What follows belongs to an exercise in optimizing a design on an open flow for small area and a short achievable clock period; a production flow would make more cautious choices. RTL that was checked went through simulation tests only; none was proved equivalent to the original. The RTL of runs 2 and 3 was laid out without a check of its function. Power is estimated from default activity; no workload was simulated.

==> flow/design.v <==
module D_ff (d,rst,clk,q);
    input d,rst,clk;
    output reg q;
always @(posedge clk) begin
    if (rst) begin
        q <=1'b0;
    end
    else begin
        q <=d;
    end
end
endmodule
module reg_n(d,clk,rst,q);
    parameter N = 4;
    input [(2**N)-1:0] d;
    input clk,rst;
    output [(2**N)-1:0] q;
    D_ff dff0(d[0],rst,clk,q[0]);
    D_ff dff1(d[1],rst,clk,q[1]);
    D_ff dff2(d[2],rst,clk,q[2]);
    D_ff dff3(d[3],rst,clk,q[3]);
    D_ff dff4(d[4],rst,clk,q[4]);
    D_ff dff5(d[5],rst,clk,q[5]);
    D_ff dff6(d[6],rst,clk,q[6]);
    D_ff dff7(d[7],rst,clk,q[7]);
    D_ff dff8(d[8],rst,clk,q[8]);
    D_ff dff9(d[9],rst,clk,q[9]);
    D_ff dff10(d[10],rst,clk,q[10]);
    D_ff dff11(d[11],rst,clk,q[11]);
    D_ff dff12(d[12],rst,clk,q[12]);
    D_ff dff13(d[13],rst,clk,q[13]);
    D_ff dff14(d[14],rst,clk,q[14]);
    D_ff dff15(d[15],rst,clk,q[15]);
endmodule  
module delay(a,clk,rst,b);
	parameter N = 4;
	input [(2**N)-1:0] a;
	output [(2**N)-1:0] b;
	input clk,rst;
	wire [(2**N)-1:0] a1,a2,a3,a4;
	 reg_n f1(a,clk,rst,a1);
	 reg_n f2(a1,clk,rst,a2);
	 reg_n f3(a2,clk,rst,a3);
	 reg_n f4(a3,clk,rst,b);
endmodule
module add_sub(add,a,b,result);
    input [15:0] a,b;
    input add;
    output[15:0] result;
	 assign result = (add)?(a-b) :(a+b);
endmodule
module rsh_1(a,b);
    input [15:0] a;
    output [15:0] b;
assign {b[15],b[14:0]}= {a[15],a[15:1]};
endmodule
module rsh_3(a,b);
    input [15:0] a;
    output [15:0] b;
assign {b[15:12],b[11:0]}= {a[15],a[15],a[15],a[15:3]};
endmodule
module rsh_4(a,b);
    input [15:0] a;
    output [15:0] b;
assign {b[15:11],b[10:0]}= {a[15],a[15],a[15],a[15],a[15:4]};
endmodule
module rsh_6(a,b);
    input [15:0] a;
    output [15:0] b;
assign {b[15:9],b[8:0]}= {a[15],a[15],a[15],a[15],a[15],a[15],a[15:6]};
endmodule
module rsh_8(a,b);
    input [15:0] a;
    output [15:0] b;
assign {b[15:7],b[6:0]}= {a[15],a[15],a[15],a[15],a[15],a[15],a[15],a[15],a[15:8]};
endmodule
module c_multiplier(a,clk,rst,result);
    parameter N = 4;
    input  [(2**N)-1:0] a;
    input clk,rst;
    output [(2**N)-1:0] result;
    wire [(2**N)-1:0] r1,r3,r4,r6,r8,s1,s2,s3,s4,s5,s6,s7,s8;
    rsh_1 rsh1(a,r1);
    rsh_3 rsh3(a,r3);
    rsh_4 rsh4(a,r4);
    rsh_6 rsh6(a,r6);
    rsh_8 rsh8(a,r8);
    add_sub add1(1'b0, r1,r3, s1);  
    add_sub add2(1'b0, r4,r6, s2);  
    reg_n rr1(s1,clk,rst,s3);  
    reg_n rr2(s2,clk,rst,s4);  
    reg_n rr3(r8,clk,rst,s5);  
    add_sub add3(1'b0, s3,s4,s6);  
    reg_n rr4(s6,clk,rst,s7);  
    reg_n rr5(s5,clk,rst,s8);  
    add_sub add4(1'b0, s7,s8,result);  
endmodule
module complex_mul(ra,rb,clk,rst,real_op,image_op);
    parameter N = 4;
    input [(2**N)-1:0] ra,rb;
    input clk,rst;
    output [(2**N)-1:0] real_op, image_op;
    wire [(2**N)-1:0] s1,s2,s3,s4,s5,s6;
    add_sub a1(1'b0,ra,rb,s1);
    add_sub a2(1'b1,ra,rb,s2);
    reg_n rr1 (s1,clk,rst,s3); 
    reg_n rr2 (s2,clk,rst,s4); 
    c_multiplier cm1(s3,clk,rst,s5);  
    c_multiplier cm2(s4,clk,rst,s6);  
    reg_n rr3(s5,clk,rst,real_op);
    reg_n rr4(s6,clk,rst,image_op);
endmodule
module complex_mul_2(ra,rb,clk,rst,real_op,image_op);
    parameter N = 4;
    input [(2**N)-1:0] ra,rb;
    input clk,rst;
    output [(2**N)-1:0] real_op, image_op;
    wire [(2**N)-1:0] s1,s2,s3,s4,s5,s6;
    add_sub a1(1'b1,ra,rb,s1); 
    add_sub a2(1'b0,ra,rb,s2); 
    reg_n rr1 (s1,clk,rst,s3); 
    reg_n rr2 (s2,clk,rst,s4); 
    c_multiplier cm1(s3,clk,rst,s5);  
    c_multiplier cm2(s4,clk,rst,s6);  
    reg_n rr3(s5,clk,rst,real_op);
    reg_n rr4(s6,clk,rst,image_op);
endmodule
module butterfly_1(a,b,clk,rst,y1,y2);
    parameter N = 4;
    input  [(2**N)-1:0] a,b;
    input clk,rst;
    output [(2**N)-1:0] y1,y2;
    wire [(2**N)-1:0] s1,s2;
    add_sub add1(1'b0,a,b,s1);  
    add_sub sub1(1'b1,a,b,s2); 
    reg_n rr1 (s1,clk,rst,y1);
    reg_n rr2 (s2,clk,rst,y2);
endmodule
module butterfly_2(a,b,clk,rst,yr1,yr2,yi1,yi2);
    parameter N = 4;
    input  [(2**N)-1:0] a,b;
    input clk,rst;
    output [(2**N)-1:0] yr1,yr2,yi1,yi2;  
    wire [(2**N)-1:0] t;
    parameter zero_real = 16'b0000000000000000;
    reg_n rr1 (a,clk,rst,yr1);
    add_sub sub1(1'b1,zero_real,b,t);  
    reg_n rr2 (t,clk,rst,yi1);
	 reg_n rr3 (b,clk,rst,yi2);
    assign yr2 = yr1;
endmodule
module fft_stage1(a0,a1,a2,a3,a4,a5,a6,a7,clk,rst,s0,s1,s2,s3,s4,s5,s6,s7);
    parameter N = 4;
    input [(2**N)-1:0]a0,a1,a2,a3,a4,a5,a6,a7;
    input clk,rst;
    output [(2**N)-1:0] s0,s1,s2,s3,s4,s5,s6,s7;
    butterfly_1 bf1(a0,a4,clk,rst,s0,s1);
    butterfly_1 bf2(a2,a6,clk,rst,s2,s3);
    butterfly_1 bf3(a1,a5,clk,rst,s4,s5);
    butterfly_1 bf4(a3,a7,clk,rst,s6,s7);
endmodule
module fft_stage2(s0,s1,s2,s3,s4,s5,s6,s7,clk,rst,t0,tr1,ti1,t2,tr3,ti3,t4,tr5,ti5,t6,tr7,ti7);
    parameter N = 4;
    input [(2**N)-1:0]s0,s1,s2,s3,s4,s5,s6,s7;
    input clk,rst;
    output [(2**N)-1:0] t0,tr1,ti1,t2,tr3,ti3,t4,tr5,ti5,t6,tr7,ti7;   
    wire [(2**N)-1:0] y0,y1,y2,y3,y4,yr5,yi5,y6,yr7,yi7;
    butterfly_1 bf1_1(s0,s1,clk,rst,y0,y2);
    butterfly_2 bf2_1(y1,y3,clk,rst,tr1,tr3,ti1,ti3);
    butterfly_1 bf1_2(s4,s5,clk,rst,y4,y6);
    butterfly_2 bf2_2(s6,s7,clk,rst,yr5,yr7,yi5,yi7);
    delay d1(y0,clk,rst,t0);
    delay d2(y2,clk,rst,t2);
    delay d3(s2,clk,rst,y1);
    delay d4(s3,clk,rst,y3);
    delay d5(y4,clk,rst,t4);
    delay d6(y6,clk,rst,t6);
    complex_mul cm1(yr5,yi5,clk,rst,tr5,ti5);
    complex_mul_2 cm2(yr7,yi7,clk,rst,tr7,ti7);
endmodule
module fft_stage3(a0,a1,ar2,ai2,ar3,ai3,a4,a5,ar6,ai6,ar7,ai7,clk,rst,
                y0,yr1,yi1,yr2,yi2,yr3,yi3,y4,yr5,yi5,yr6,yi6,yr7,yi7);
    parameter N = 4;
    input [(2**N)-1:0]a0,a1,ar2,ai2,ar3,ai3,a4,a5,ar6,ai6,ar7,ai7; 
    input clk,rst;
    output [(2**N)-1:0]y0,yr1,yi1,yr2,yi2,yr3,yi3,y4,yr5,yi5,yr6,yi6,yr7,yi7;  
    butterfly_1 bf1_1(a0,a1,clk,rst,y0,y4);
    butterfly_1 bf1_real(ar2,ar3,clk,rst,yr5,yr1); 
    butterfly_1 bf1_imag(ai2,ai3,clk,rst,yi5,yi1); 
    butterfly_2 bf2_1(a4,a5,clk,rst,yr2,yr6,yi2,yi6);
    butterfly_1 bf2_real(ar6,ar7,clk,rst,yr7,yr3); 
    butterfly_1 bf2_imag(ai6,ai7,clk,rst,yi7,yi3); 
endmodule
module eight_pt_fft(a0,a1,a2,a3,a4,a5,a6,a7,clk,rst,
                    y0,yr1,yi1,yr2,yi2,yr3,yi3,y4,yr5,yi5,yr6,yi6,yr7,yi7);
    parameter N = 4;
    input [(2**N)-1:0]a0,a1,a2,a3,a4,a5,a6,a7;
    input clk,rst;
    output [(2**N)-1:0]y0,yr1,yi1,yr2,yi2,yr3,yi3,y4,yr5,yi5,yr6,yi6,yr7,yi7;     
    wire [(2**N)-1:0]s0,s1,s2,s3,s4,s5,s6,s7;  
    wire [(2**N)-1:0]t0,t4, tr1,ti1,tr5,ti5,t2,t6,tr3,ti3,tr7,ti7;
    fft_stage1 fs1 (a0,a1,a2,a3,a4,a5,a6,a7,clk,rst,s0,s1,s2,s3,s4,s5,s6,s7);
    fft_stage2 fs2 (s0,s2,s1,s3,s4,s6,s5,s7,clk,rst,t0,tr1,ti1,t2,tr3,ti3,t4,tr5,ti5,t6,tr7,ti7); 
    fft_stage3 fs3 (t0,t4,tr1,ti1,tr5,ti5,t2,t6,tr3,ti3,tr7,ti7,clk,rst, y0,yr1,yi1,yr2,yi2,yr3,yi3,y4,yr5,yi5,yr6,yi6,yr7,yi7);
endmodule
==> flow/run.sh <==
#!/bin/bash
# synth_recipe.tcl (not shown) runs the flow's synth.tcl, then flattens the netlist and writes it again
# the make line also repeats each setting of config.mk as NAME=value (left out here)
make -C /OpenROAD-flow-scripts/flow DESIGN_CONFIG=/design/flow/config.mk WORK_HOME=/design/flow/orfs CLKGATE_MAP_FILE= SYNTH_SCRIPT=/design/flow/synth_recipe.tcl finish
==> flow/config.mk <==
export PLATFORM = sky130hd
export DESIGN_NAME = eight_pt_fft
export DESIGN_NICKNAME = eight_pt_fft
export VERILOG_FILES = /design/flow/design.v
export SDC_FILE = /design/flow/constraint.sdc
export NUM_CORES = 4
export LEC_CHECK = 0
export CAP_MARGIN = 20
export CORE_MARGIN = 2
export CORE_UTILIZATION = 40
export SLEW_MARGIN = 20
==> flow/constraint.sdc <==
create_clock -name core_clock -period 4.0 [get_ports {clk}]
set_input_delay 0.8000 -clock core_clock [delete_from_list [all_inputs] [get_ports {clk}]]
set_output_delay 0.8000 -clock core_clock [all_outputs]
set_load 0.01 [all_outputs]
==> impl_metrics.ini, run 1 <==
[cts]
clock_tree.buffer_depth = 3
postCtsSetupRepairBufs = 0
htreeDepth = 3
cts_sinks = 1218
root_buffer = clkbuf_16
cts_hold_buf = 0
clk_pin_slew_ns = 0.06
cts_tree = built
ctsResizeCount = 0
clock_latency_ns = 0.76
cts_buffers = 121

[logic_synthesis]
synth-simple-area-share = 0.189
synthArstFlopShare = 0
yosysSeqAreaShare = 0.405
ys.flop_type = dfxtp_1
ys_ff_latch = 1218
postSynthCellCount = 6669
synth.distinct_cells = 92
synth_fa_ha_area_frac = 0.131
synth_compound_area_frac = 0.131
avgSynthCellArea_um2 = 9.03
synth-xor-area-share = 0.0665
synth_edf_count = 0
yosys_warnings = 1
synth_top_area_cell = dfxtp_1
syn-num-nets = 7404
netlist_top_cells_area = dfxtp_1 40%, ha_1 12%, nor2b_1 7.1%
synth_top_area_frac = 0.405
synthMuxAreaShare = 0.00764
synth_area_mm2 = 0.0602
synth_top_family_by_area = simple AND/OR/NAND/NOR gates

[sta]
hold_viol = 0
clock_skew_ns = 0.0571
drv_slew = 0
min_period_ns = 3.03
fmax_ghz = 0.330
rsz0062_at_grt = false
tightest_slew_ns = 0.931
setup_viol = 0
setup_tns_ns = 0
period_share = 0.757
layout_setup_ws_ns = 0.972
relSlewSlack = 0.371

[drt]
remaining_drc_errors = 0
viasPerCell = 4.89
route.met2.wl_mm = 63.6
vias = 43100
first_iter_violations = 2660
ant_nets = 0
wl_per_cell_um = 16.9
drt_first_pass_iters = 6
m1WireLength_mm = 75.2
top_layer_used = met5
wl_met3_mm = 7.19
drt-total-wl_mm = 149

[place]
routabilityCongestion = 0.900
port_buffers = 353
dp_slack_ns = 0.362
dp_hpwl_mm = 118

[global_routing]
grt_overflow = 0
grt_pass1_wl_mm = 233
antenna_found_initial = 21
grt_pass1_vias = 41500
grt_max_degree = 154
grt_util_all_layers = 0.190

[critical_path]
startpoint_type = flip-flop
cp.required_ns = 4.58
cpMaxStageDelayCell = fa_1
crit_family = compound AO/OA/AOI/OAI gates
max_stage_delay_ns = 0.49
crit_fanout = 3
critPathKind = reg2reg
critical_path_arrival_ns = 3.61
cp-end-kind = flip-flop
critPathBufInv = 0
crit_chain = ha_1 -> fa_1 -> a21oi_1 -> o22ai_1 -> o41ai_2 -> o21ai_1 -> a311oi_1 -> mux2_1

[die]
design.die.area_mm2 = 0.154
boundaryPins = 354
coreArea_mm2 = 0.150
fp.dieH_um = 392
start_util = 0.403
num_rows = 142
die_w_um = 392

[pwr]
peakVddDrop_uv = 405
power_density_mw_per_mm2 = 549
p_leak_uw = 0.0296

[min_path]
hp-class = reg2reg

[layout]
nNetsFinal = 7424
layout_common_cells = 1,218 x dfxtp_1, 804 x nor2_1, 680 x nor2b_1, 565 x ha_1, 392 x inv_1
synthToLayoutAreaGrowth_pct = 13.5
drive_above_1_share = 0.0439
final_common_cell = dfxtp_1

[status]
status = finished clean

[run]
max-cap-violations = 0
## metrics by stage
stage               cells   util  total power [uW]  cell area (um2)  hold slack, ns
global placement     8582  0.428             25700            64000           0.420
floorplan            6669      -             22900            60200           0.414
detailed placement   8582  0.428             25800            64000           0.420
CTS                  8808  0.457             37900            68300           0.387
global route         8808  0.457             39800            68300           0.413
finish               8810  0.457             37500            68300           0.406
## final cells by class
type,count,area [um2]
clock inverter,57,817
clock buffer,169,3530
fill,14500,81300
timing repair buffer,394,3960
inverter,401,1510
tap,2016,2520
sequential,1218,24400
multi-input combinational,4553,31600
antenna,2,5.00
## Yosys cell counts (all sizes together), types with 31 or more instances
cell	count
nand2	189
a21o	136
and3	42
nor4	42
o21ai	200
ha	565
xor2	175
nor3	166
nor2b	680
nor2	804
o21bai	68
fa	40
inv	400
nand3	71
o31ai	42
a31oi	51
or3	46
a211oi	50
clkbuf	255
a21oi	354
nand2b	67
o21a	72
buf	242
xnor2	282
dfxtp	1218
o211ai	31
## report_power, final
part	leakage, uW	switching, uW	internal, uW
sequential	0.00999	893	13900
combinational	0.0176	5990	4730
clock	0.00209	5000	6990
## final timing paths
check	start	endpoint	slack, ns	cells after the start
max	fs2.bf2_1.rr1.dff0.q	fs3.bf1_real.rr1.dff14.q	0.97	8
min	fs2.d6.f1.dff9.q	fs2.d6.f2.dff9.q	0.41	1
max reg2reg	fs2.bf2_1.rr1.dff0.q	fs3.bf1_real.rr1.dff14.q	0.97	8
min reg2reg	fs2.d6.f1.dff9.q	fs2.d6.f2.dff9.q	0.41	1
## metal layers
metal  vias up  GRT usage
li1      22100          -
met1     19900      0.276
met2       924      0.291
met3       157     0.0291
met4        14     0.0515
met5         -          0
## cells by family after synthesis
group | after synthesis
AOI/OAI and AO/OA | 1206
xor gates and xnor gates | 457
adders and majority gates | 605
buffers and inverters | 898
DFF | 1218
muxes | 43
and+or+nand+nor | 2242
==> inputs of run 2 (changes only) <==
==> flow/design.v (replaced) <==
module eight_pt_fft(a0,a1,a2,a3,a4,a5,a6,a7,clk,rst,
                    y0,yr1,yi1,yr2,yi2,yr3,yi3,y4,yr5,yi5,yr6,yi6,yr7,yi7);
    input  [15:0] a0,a1,a2,a3,a4,a5,a6,a7;
    input  clk,rst;
    output [15:0] y0,yr1,yi1,yr2,yi2,yr3,yi3,y4,yr5,yi5,yr6,yi6,yr7,yi7;
    reg [15:0] s0,s1,s2,s3,s4,s5,s6,s7;
    always @(posedge clk) begin
        s0 <= a0 + a4;  s1 <= a0 - a4;
        s2 <= a2 + a6;  s3 <= a2 - a6;
        s4 <= a1 + a5;  s5 <= a1 - a5;
        s6 <= a3 + a7;  s7 <= a3 - a7;
    end
    reg [15:0] t0,t2,t4,t6,b1,b3,u,v;
    always @(posedge clk) begin
        t0 <= s0 + s2;  t2 <= s0 - s2;
        t4 <= s4 + s6;  t6 <= s4 - s6;
        u  <= s5 - s7;  v  <= s5 + s7;
        b1 <= s1;       b3 <= s3;
    end
    wire [15:0] su = u, sv = v;
    reg [15:0] pa,pb,qa,qb,c0,c2,c4,c6,c1,c3;
    always @(posedge clk) begin
        pa <= ($signed(su) >>> 1) + ($signed(su) >>> 3);
        pb <= ($signed(su) >>> 4) + ($signed(su) >>> 6) + ($signed(su) >>> 8);
        qa <= ($signed(sv) >>> 1) + ($signed(sv) >>> 3);
        qb <= ($signed(sv) >>> 4) + ($signed(sv) >>> 6) + ($signed(sv) >>> 8);
        c0 <= t0; c2 <= t2; c4 <= t4; c6 <= t6; c1 <= b1; c3 <= b3;
    end
    reg [15:0] d0,d2,d4,d6,d1,d3,p,q;
    always @(posedge clk) begin
        p <= pa + pb;  q <= qa + qb;
        d0 <= c0; d2 <= c2; d4 <= c4; d6 <= c6; d1 <= c1; d3 <= c3;
    end
    reg [15:0] e0,e2,e4,e6,e1,e3,ep,eq;
    reg [15:0] f0,f2,f4,f6,f1,f3,fp,fq;
    always @(posedge clk) begin
        e0 <= d0; e2 <= d2; e4 <= d4; e6 <= d6; e1 <= d1; e3 <= d3; ep <= p; eq <= q;
        f0 <= e0; f2 <= e2; f4 <= e4; f6 <= e6; f1 <= e1; f3 <= e3; fp <= ep; fq <= eq;
    end
    reg [2:0] cnt;
    always @(posedge clk)
        if (rst) cnt <= 3'd0;
        else if (cnt != 3'd6) cnt <= cnt + 3'd1;
    wire ok = (cnt == 3'd6) & ~rst;
    reg [15:0] o0,o4,or1,or5,or2,oi2,oi6,oi1,oi3,oi5,oi7;
    always @(posedge clk) begin
        if (!ok) begin
            o0 <= 16'd0; o4 <= 16'd0; or1 <= 16'd0; or5 <= 16'd0; or2 <= 16'd0;
            oi2 <= 16'd0; oi6 <= 16'd0; oi1 <= 16'd0; oi3 <= 16'd0; oi5 <= 16'd0; oi7 <= 16'd0;
        end else begin
            o0  <= f0 + f4;   o4  <= f0 - f4;
            or1 <= f1 - fp;   or5 <= f1 + fp;
            or2 <= f2;        oi2 <= -f6;       oi6 <= f6;
            oi3 <= f3 - fq;   oi5 <= fq - f3;
            oi7 <= f3 + fq;   oi1 <= -f3 - fq;
        end
    end
    assign y0 = o0;   assign y4 = o4;
    assign yr1 = or1; assign yr3 = or1;
    assign yr5 = or5; assign yr7 = or5;
    assign yr2 = or2; assign yr6 = or2;
    assign yi2 = oi2; assign yi6 = oi6;
    assign yi1 = oi1; assign yi3 = oi3;
    assign yi5 = oi5; assign yi7 = oi7;
endmodule
==> impl_metrics.ini, run 2 <==
[drt]
wl_met3_mm = 4.24
route.met2.wl_mm = 42.7
first_iter_violations = 1333
drt-total-wl_mm = 91.5
drt_first_pass_iters = 5
ant_nets = 0
remaining_drc_errors = 0
top_layer_used = met5
viasPerCell = 4.80
m1WireLength_mm = 42.1
wl_per_cell_um = 16.3
vias = 27000

[sta]
period_share = 0.840
setup_viol = 0
rsz0062_at_grt = false
setup_tns_ns = 0
tightest_slew_ns = 0.973
relSlewSlack = 0.343
clock_skew_ns = 0.0295
min_period_ns = 3.36
hold_viol = 0
fmax_ghz = 0.298
drv_slew = 0

[critical_path]
r2r_end = oi1[15]
critical_path_arrival_ns = 3.89
crit_chain = inv_1 -> ha_1 -> fa_1 -> a211o_1 -> a211oi_1 -> o41ai_1 -> o21ai_0 -> a21oi_1 -> xnor2_1 -> nor2_1
startpoint = f3[2]
startpoint_type = flip-flop
cp.required_ns = 4.53
worst_r2r_startpoint = f3[2]
rr_worst_depth = 10
r2r_setup_slack_ns = 0.64
max_stage_delay_ns = 0.86
crit_fanout = 12
critPathKind = reg2reg
cpMaxStageDelayCell = o41ai_1
cp-end-kind = flip-flop
cp-endpoint = oi1[15]

[pwr]
peakVddDrop_uv = 536
power_density_mw_per_mm2 = 882
p_leak_uw = 0.0207
switching_share = 0.373
internal_power_uw = 26400
power_frac_comb = 0.431
seqPwrFrac = 0.349
p_clk_frac = 0.220
switchingPower_uw = 15700

[logic_synthesis]
ys_ff_latch = 953
syn-num-nets = 4550
yosysMostFrequentCell = dfxtp_1
netlist_top_cells_area = dfxtp_1 48%, ha_1 13%, xnor2_1 5.2%
yosys_warnings = 1
synth.distinct_cells = 89
synth_top_area_cell = dfxtp_1
synth_area_mm2 = 0.0401
synth_top_area_frac = 0.476
postSynthCellCount = 3951
synthTopCellsByCount = 953 x dfxtp_1, 422 x ha_1, 353 x nor2_1
ys.flop_type = dfxtp_1
synth_edf_count = 0
synthArstFlopShare = 0
avgSynthCellArea_um2 = 10.1
yosysSeqAreaShare = 0.476

[die]
fp.dieH_um = 321
boundaryPins = 354
start_util = 0.402
design.die.area_mm2 = 0.103
die_w_um = 321
coreArea_mm2 = 0.0997
num_rows = 116

[layout]
num-fill-cells = 9164
drive_above_1_share = 0.0490
register_area_mm2 = 0.0191
synthToLayoutAreaGrowth_pct = 19.2
nNetsFinal = 4848
layout_common_cells = 953 x dfxtp_1, 422 x ha_1, 353 x clkdlybuf4s50_1, 352 x nor2_1, 346 x inv_1
final_common_cell = dfxtp_1
multi_input_area_mm2 = 0.0189
stdcell_count = 5626
num_antenna_cells = 0

[min_path]
worstHoldStart = b1[0]
hp-class = reg2reg

[place]
routabilityCongestion = 0.870
port_buffers = 353
dp_hpwl_mm = 72.5
dp.cells = 5450

[cts]
root_buffer = clkbuf_16
clock_latency_ns = 0.68
cts_tree = built
clock_tree.buffer_depth = 3
htreeDepth = 3
clk_pin_slew_ns = 0.06
cts_sinks = 953
postCtsSetupRepairBufs = 0
ctsResizeCount = 0
cts_hold_buf = 0
cts_buffers = 95

[status]
status = finished clean

[global_routing]
grt_overflow = 0
grt_pass1_wl_mm = 143
grt_pass1_vias = 26400
antenna_found_initial = 6
grt_util_all_layers = 0.176
grt_max_degree = 63

[run]
max-cap-violations = 0
==> run 2: changes by cell type after synthesis, sizes merged, moves of 79 or more <==
cell    before  now
xor2       175   96
ha         565  422
a21o       136   43
a21oi      354  237
nand2      189  109
dfxtp     1218  953
clkbuf     255   76
buf        242   83
nor2       804  353
nor2b      680   75
==> run 2: worst max-delay path, delay by kind of cell (launching register included) <==
| family | cells | cell delay [ns] |
|---|---|---|
| AO/OA/AOI/OAI | 5 | 1.65 |
| XOR/XNOR | 1 | 0.14 |
| adder cells (fa/ha/maj) | 2 | 0.88 |
| buffers and inverters | 1 | 0.09 |
| flip-flops | 1 | 0.41 |
| AND/OR/NAND/NOR | 1 | 0.05 |
==> run 2: how the worst min path moves through the flow <==
stage                     depth (start not counted)     end
after global routing                              0   e0[2]
after CTS                                         0   c1[0]
after detailed placement                          0   c6[2]
final                                             0   c1[0]
after global placement                            0  eq[13]
after floorplan                                   0  b1[10]
==> run 2: cell type report <==
class                      count  area share
timing repair buffer         360      0.0753
clock inverter                53      0.0145
multi-input combinational   2490       0.395
clock buffer                 123      0.0551
sequential                   953       0.399
tap                         1298      0.0340
inverter                     349      0.0274
==> run 2: metal layers <==
layer,global-route usage,vias to the layer above
met2,0.299,549
met4,0.0551,2
li1,-,13800
met1,0.225,12500
met3,0.0328,135
met5,0,-
==> run 2: power groups by stage <==
stage	Sequential (uW)	Clock, uW	Combinational [uW]
2_1_floorplan	14100	0	14100
3_3_place_gp	14900	0	18000
3_5_place_dp	15000	0	18100
4_1_cts	14800	9550	18200
5_1_grt	15100	9950	20400
6_report	14700	9280	18200
==> run 2: kinds of logic after synthesis <==
kind of cell,count (synthesis),share of synthesized area
fa+ha+maj,469,0.155
simple gates,896,0.108
xor+xnor,335,0.0732
buf+inv,508,0.0539
mux,11,0.00275
flops,953,0.476
compound gates,779,0.131
==> run 2: through the flow <==
stage	setup WS, ns	hold WS (ns)	util	area [um2]	total power, uW
3_5_place_dp	0.472	0.312	0.446	44500	33000
3_3_place_gp	0.504	0.310	0.446	44500	32900
4_1_cts	0.665	0.296	0.479	47800	42500
2_1_floorplan	1.16	0.310	-	40100	28200
5_1_grt	0.432	0.302	0.479	47800	45500
6_report	0.640	0.298	0.479	47800	42200
==> inputs of run 3 (changes only) <==
--- a/flow/config.mk
+++ b/flow/config.mk
@@ -10,2 +10,3 @@
 export CORE_UTILIZATION = 40
+export SETUP_SLACK_MARGIN = 2.0
 export SLEW_MARGIN = 20
==> impl_metrics.ini, run 3 <==
[status]
status = finished clean

[die]
die_w_um = 321
design.die.area_mm2 = 0.103
boundaryPins = 354
start_util = 0.402
fp.dieH_um = 321
num_rows = 116
coreArea_mm2 = 0.0997

[critical_path]
cp-end-kind = flip-flop
cp.required_ns = 4.53
crit_chain = ha_4 -> fa_2 -> nor2b_4 -> o21ai_2 -> a21boi_2 -> o31a_1 -> a221oi_2 -> o21bai_1 -> mux2i_2
startpoint_type = flip-flop
crit_family = compound AO/OA/AOI/OAI gates
r2r_setup_slack_ns = 1.43
cpMaxStageDelayCell = mux2i_2
crit_fanout = 2
max_stage_delay_ns = 0.44
critPathBufInv = 0
critical_path_arrival_ns = 3.10
critPathKind = reg2reg

[global_routing]
grt_pass1_wl_mm = 159
grt_max_degree = 31
grt_overflow = 0
antenna_found_initial = 9
grt_pass1_vias = 28600
grt_util_all_layers = 0.195

[logic_synthesis]
ys_ff_latch = 953
postSynthCellCount = 3951
synth_edf_count = 0
synth_top_area_frac = 0.476
synth_area_mm2 = 0.0401
yosysMostFrequentCell = dfxtp_1
yosys_warnings = 1
avgSynthCellArea_um2 = 10.1
syn-num-nets = 4550
synth.distinct_cells = 89
ys.flop_type = dfxtp_1
yosysSeqAreaShare = 0.476
netlist_top_cells_area = dfxtp_1 48%, ha_1 13%, xnor2_1 5.2%
synthTopCellsByCount = 953 x dfxtp_1, 422 x ha_1, 353 x nor2_1
synthArstFlopShare = 0
synth_top_area_cell = dfxtp_1

[sta]
clock_skew_ns = 0.0317
tightest_slew_ns = 0.609
period_share = 0.643
hold_viol = 0
relSlewSlack = 0.584
setup_viol = 0
fmax_ghz = 0.389
rsz0062_at_grt = true
timing.hold.ws_ns = 0.311
drv_slew = 0
setup_tns_ns = 0
min_period_ns = 2.57

[drt]
ant_nets = 0
vias = 29200
drt-total-wl_mm = 104
wl_per_cell_um = 17.4
remaining_drc_errors = 0
viasPerCell = 4.88
drt_first_pass_iters = 6
first_iter_violations = 1367

[layout]
drive_above_1_share = 0.368
synthToLayoutAreaGrowth_pct = 38.0
final_common_cell = dfxtp_1
nNetsFinal = 5192
layout_common_cells = 805 x dfxtp_1, 327 x nor2_1, 293 x buf_4, 261 x inv_1, 240 x ha_1

[cts]
cts_buffers = 98
cts_sinks = 953
clock_tree.buffer_depth = 3
clk_pin_slew_ns = 0.06
cts_hold_buf = 0
cts_tree = built
root_buffer = clkbuf_16
clock_latency_ns = 0.68
htreeDepth = 3

[min_path]
hp-class = reg2reg

[pwr]
power_density_mw_per_mm2 = 928
p_leak_uw = 0.0239
peakVddDrop_uv = 638

[run]
max-cap-violations = 0

[place]
port_buffers = 353
dp_hpwl_mm = 74.4
routabilityCongestion = 0.895
-- run 3: final cells by class --
type                    instances  area (um2)
multi-input cells            2492       24100
diodes                          4        10.0
clock inverters                50         543
fillers                      8527       44400
flip-flops and latches        953       19400
well taps                    1298        1620
inverters                     349        1530
clock buffers                 129        2780
repair buffers                699        5360
-- run 3: timing repair --
item | CTS | global route
pin swaps | 355 | 299
gates resized for setup | 1786 | 351
buffers inserted | 235 | 105
cloned | 2 | 0
endpoints found under the setup margin | 560 | 245
-- run 3: kinds of logic after synthesis --
| family | after synthesis | share of synthesized area |
|---|---|---|
| compound gates | 779 | 0.131 |
| xor+xnor | 335 | 0.0732 |
| fa+ha+maj | 469 | 0.155 |
| buf+inv | 508 | 0.0539 |
| flops | 953 | 0.476 |
| mux | 11 | 0.00275 |
| simple gates | 896 | 0.108 |
-- run 3: worst reg2reg max path: cells and delay by family, from the launching register on --
| kind | cells | cell delay, ns |
|---|---|---|
| AND/OR/NAND/NOR | 1 | 0.15 |
| flip-flops | 1 | 0.39 |
| AO/OA/AOI/OAI | 5 | 0.91 |
| adder cells (fa/ha/maj) | 2 | 0.57 |
| multiplexers | 1 | 0.44 |
-- run 3: path summary, 6_finish.rpt --
| kind | cells past startpoint | from | to |
|---|---|---|---|
| worst max-delay path | 9 | f6[0] | o4[14] |
| worst min-delay path | 0 | b3[13] | c3[13] |
| worst max register to register | 9 | f6[0] | o4[14] |
| worst min register to register | 0 | b3[13] | c3[13] |
-- run 3: metrics by stage --
stage	std cells	power (uW)	area, um2	setup WS [ns]	util
after CTS	5865	48700	53100	1.36	0.533
final	5974	51300	55300	1.43	0.555
after global routing	5971	54700	55300	1.32	0.555
after global placement	5449	34300	46200	0.408	0.463
after detailed placement	5449	34400	46200	0.390	0.463
after floorplan	3951	29600	42000	1.25	-
-- run 3: power breakdown --
part | leakage [uW] | internal [uW] | switching (uW)
registers | 0.00801 | 13200 | 1880
clock network | 0.00159 | 5290 | 3880
logic | 0.0142 | 13300 | 13800
-- run 3: layer usage --
metal	global-route usage	routed length [um]
met1	0.260	48100
met2	0.327	49300
met3	0.0310	4370
met4	0.0485	2220
met5	0	0

[re-timing with driven ports]
The flow's constraints put no driver on any port. The routed layouts listed below were extracted and timed again, unchanged, in two steps. Step 1 assumes that a clkbuf_16 drives the clock port and a buf_2 every other input. Step 2, shift: input delay + t, output delay - t, t = (earliest + latest rising clock arrival at the registers) / 2. This alone moves slack from input paths to output paths. Slacks: ideal / step 1 / step 2; pairs: ideal / step 1.
run | t, ns | setup slack, ns | latest minus earliest clock arrival (ns)
run 1 | 0.805 | 0.972 / 0.972 / 0.323 | 0.060 / 0.059
run 2 | 0.730 | 0.640 / 0.640 / 0.370 | 0.030 / 0.030
run 3 | 0.730 | 1.428 / 1.428 / 0.991 | 0.036 / 0.035
After both steps setup and hold are still met in every run listed. For run 1, which loses most, drivers alone change the setup slack by 0.000 ns; drivers and shift together by -0.649 ns.
